Background: an optimization exercise with open tools, aiming at small area. Do not read the settings as production practice.
Function was checked by simulation only, so behaviour that the tests miss may differ from the original.
The clock input has no modelled driver; a real chip could not lean on it and would need a root buffer or a full tree.
Power is estimated from default activity; no workload was simulated.

==> module uart_rx, before the edit <==
module uart_rx
(
	input 				i_clk,
	input 				i_rst,			 
	input 				i_data_bit,
	output 				o_latch,		 
	output 				o_ferr,			 
	output reg [7:0] 	o_data_byte
);
localparam [3:0] P_STOP = 4'd7, P_H1 = 4'd2, P_H2 = 4'd0, P_IDLE = 4'd5, P_E1 = 4'd4, P_E2 = 4'd6, P_START = 4'd3;
localparam [7:0] CSEED = 8'he5, T116 = 8'ha7, CPOL = 8'haa;
reg  [3:0] phase;
reg  [7:0] cnt_q;
reg        rx_sync1, rx_sync2;
wire [7:0] cnt = cnt_q ^ CPOL;
wire start_fall = rx_sync2 & ~rx_sync1;
wire t116 = (cnt == T116);
wire t233 = (cnt[6:0] == 7'd0);
wire idle = (phase == P_IDLE);
reg [3:0] phase_inc;
always @(*)
	case (phase[2:0])
		3'b000: phase_inc = 4'b1001;
		3'b001: phase_inc = 4'b1011;
		3'b011: phase_inc = 4'b1010;
		3'b010: phase_inc = 4'b1110;
		3'b110: phase_inc = 4'b1111;
		3'b111: phase_inc = 4'b1101;
		3'b101: phase_inc = 4'b1100;
		default: phase_inc = P_STOP;
	endcase
assign o_latch = (phase == P_H1) | (phase == P_E1);
assign o_ferr  = (phase == P_E2);
always @(posedge i_clk)
begin
	if (i_rst) begin
		rx_sync1 <= 1'b1;
		rx_sync2 <= 1'b1;
	end else begin
		rx_sync1 <= i_data_bit;
		rx_sync2 <= rx_sync1;
	end
end
always @(posedge i_clk)
begin
	if (i_rst || idle || t233)
		cnt_q <= CSEED ^ CPOL;
	else
		cnt_q <= {cnt[6:0], cnt[7] ^ (cnt[3] | cnt[4])} ^ CPOL;
end
always @(posedge i_clk)
begin
	if (i_rst)
		phase <= P_IDLE;
	else case (phase)
		P_IDLE:  if (start_fall) phase <= P_START;
		P_START: if (t116 && rx_sync2) phase <= P_IDLE;
		         else if (t233) phase <= 4'd8;
		P_STOP:  if (t116) phase <= rx_sync2 ? P_H1 : P_E1;
		P_H1:    phase <= P_H2;
		P_E1:    phase <= P_E2;
		P_H2, P_E2: phase <= P_IDLE;
		default: if (phase[3] && t233) phase <= phase_inc;
	endcase
end
always @(posedge i_clk)
begin
	if (phase[3] && t116)
		o_data_byte <= {rx_sync2, o_data_byte[7:1]};
end
endmodule
export LEC_CHECK = 0
export CAP_MARGIN = 20
export CORE_MARGIN = 2
export CORE_UTILIZATION = 65
export GPL_TIMING_DRIVEN = 0
export SLEW_MARGIN = 20
create_clock -name core_clock -period 10.0 [get_ports {clk}]
standard.sh (not shown) runs the stock make flow with config.mk's settings and CLKGATE_MAP_FILE= SYNTH_SCRIPT=/design/flow/synth_recipe.tcl, a recipe that flattens the netlist after the stock synthesis.
==> flow/flow/run.sh <==
#!/bin/bash
# The standard layout (standard.sh), with these changes:
#  - synthesis is the standard flow's own script (synth_recipe.tcl), but ABC runs once
#    for each area-oriented script flow/abc_*.script instead of ORFS's speed
#    script, and the smallest result is kept (flow/abc_bestof.tcl);
#  - the clock tree is a clkbuf_8 root driving clkbuf_16 leaves (the fewest,
#    from five, whose estimated clock-pin slew stays under 126 ps), built by
#    flow/pre_cts.tcl in place of TritonCTS;
#  - port buffers are buf_1.
# Each tool's output goes to the ORFS logs under orfs/logs; make's own output
# goes to flow_make.log.
set -euo pipefail
W=$PWD
{
  echo "set ::ABC_SCRIPTS [list $(ls $W/flow/abc_*.script | tr '\n' ' ')]"
  cat flow/abc_bestof.tcl
  cat synth_recipe.tcl
} > flow_synth.tcl
sed "s#SYNTH_SCRIPT=[^ ]*#SYNTH_SCRIPT=$W/flow_synth.tcl#" standard.sh > flow_standard.sh
export PRE_CTS_TCL=$W/flow/pre_cts.tcl
export BUFFER_PORTS_ARGS="-buffer_cell sky130_fd_sc_hd__buf_1"
bash flow_standard.sh > flow_make.log 2>&1
Other scripts of this flow, unchanged in this note and not shown: flow/flow/abc_a1.script, flow/flow/abc_bestof.tcl, flow/flow/abc_c1.script, flow/flow/abc_c6.script, flow/flow/abc_d3.script, flow/flow/abc_ds1.script, flow/flow/abc_ds2.script, flow/flow/abc_ds3.script, flow/flow/abc_e1.script, flow/flow/pre_cts.tcl
Change:
--- a/flow/design.v
+++ b/flow/design.v
@@ -35,7 +35,7 @@
 	output 				o_ferr,			 
 	output reg [7:0] 	o_data_byte
 );
-localparam [3:0] P_STOP = 4'd7, P_H1 = 4'd2, P_H2 = 4'd0, P_IDLE = 4'd5, P_E1 = 4'd4, P_E2 = 4'd6, P_START = 4'd3;
+localparam [3:0] P_STOP = 4'd7, P_H1 = 4'd4, P_H2 = 4'd2, P_IDLE = 4'd5, P_E1 = 4'd1, P_E2 = 4'd0, P_START = 4'd6;
 localparam [7:0] CSEED = 8'he5, T116 = 8'ha7, CPOL = 8'haa;
 reg  [3:0] phase;
 reg  [7:0] cnt_q;
Effect: The new run passed the timing, design-rule and antenna checks; die area is about the same; register-to-register slack is worse by 0.04 ns; area after synthesis stays flat; worst setup slack got worse by 0.044 ns; power is lower by 4.4%; sequential power decreases by about 0.5%; clock power falls by about 6%; wire length falls by 0.35%.
No run of this note takes its clock network from TritonCTS; it comes from the design's own scripts or RTL.

==> afterwards: timing with drivers on the ports <==
The flow's constraints put no driver on any port. The routed layouts listed below were extracted and timed again, unchanged, in two steps. Step 1 (the two cells are an assumption about what drives the block):
set clk [get_ports {clk}]
set_driving_cell -lib_cell sky130_fd_sc_hd__clkbuf_16 $clk
set_driving_cell -lib_cell sky130_fd_sc_hd__buf_2 [delete_from_list [all_inputs] $clk]
Step 2 moves the port delays by t, midway between the first and last clock arrival at a register: inputs arrive t later, outputs are due t later. That takes back most of the time a late clock gives input paths. Slacks: no drivers / after step 1 / after step 2; pairs: no drivers / after step 1.
run | t, ns | setup slack, ns | worst hold slack (ns)
the first run | 0.420 | 5.168 / 5.168 / 5.168 | 0.336 / 0.336 / 0.336
the second run | 0.412 | 5.124 / 5.124 / 5.124 | 0.347 / 0.347 / 0.347
After both steps setup and hold are still met in every run listed.
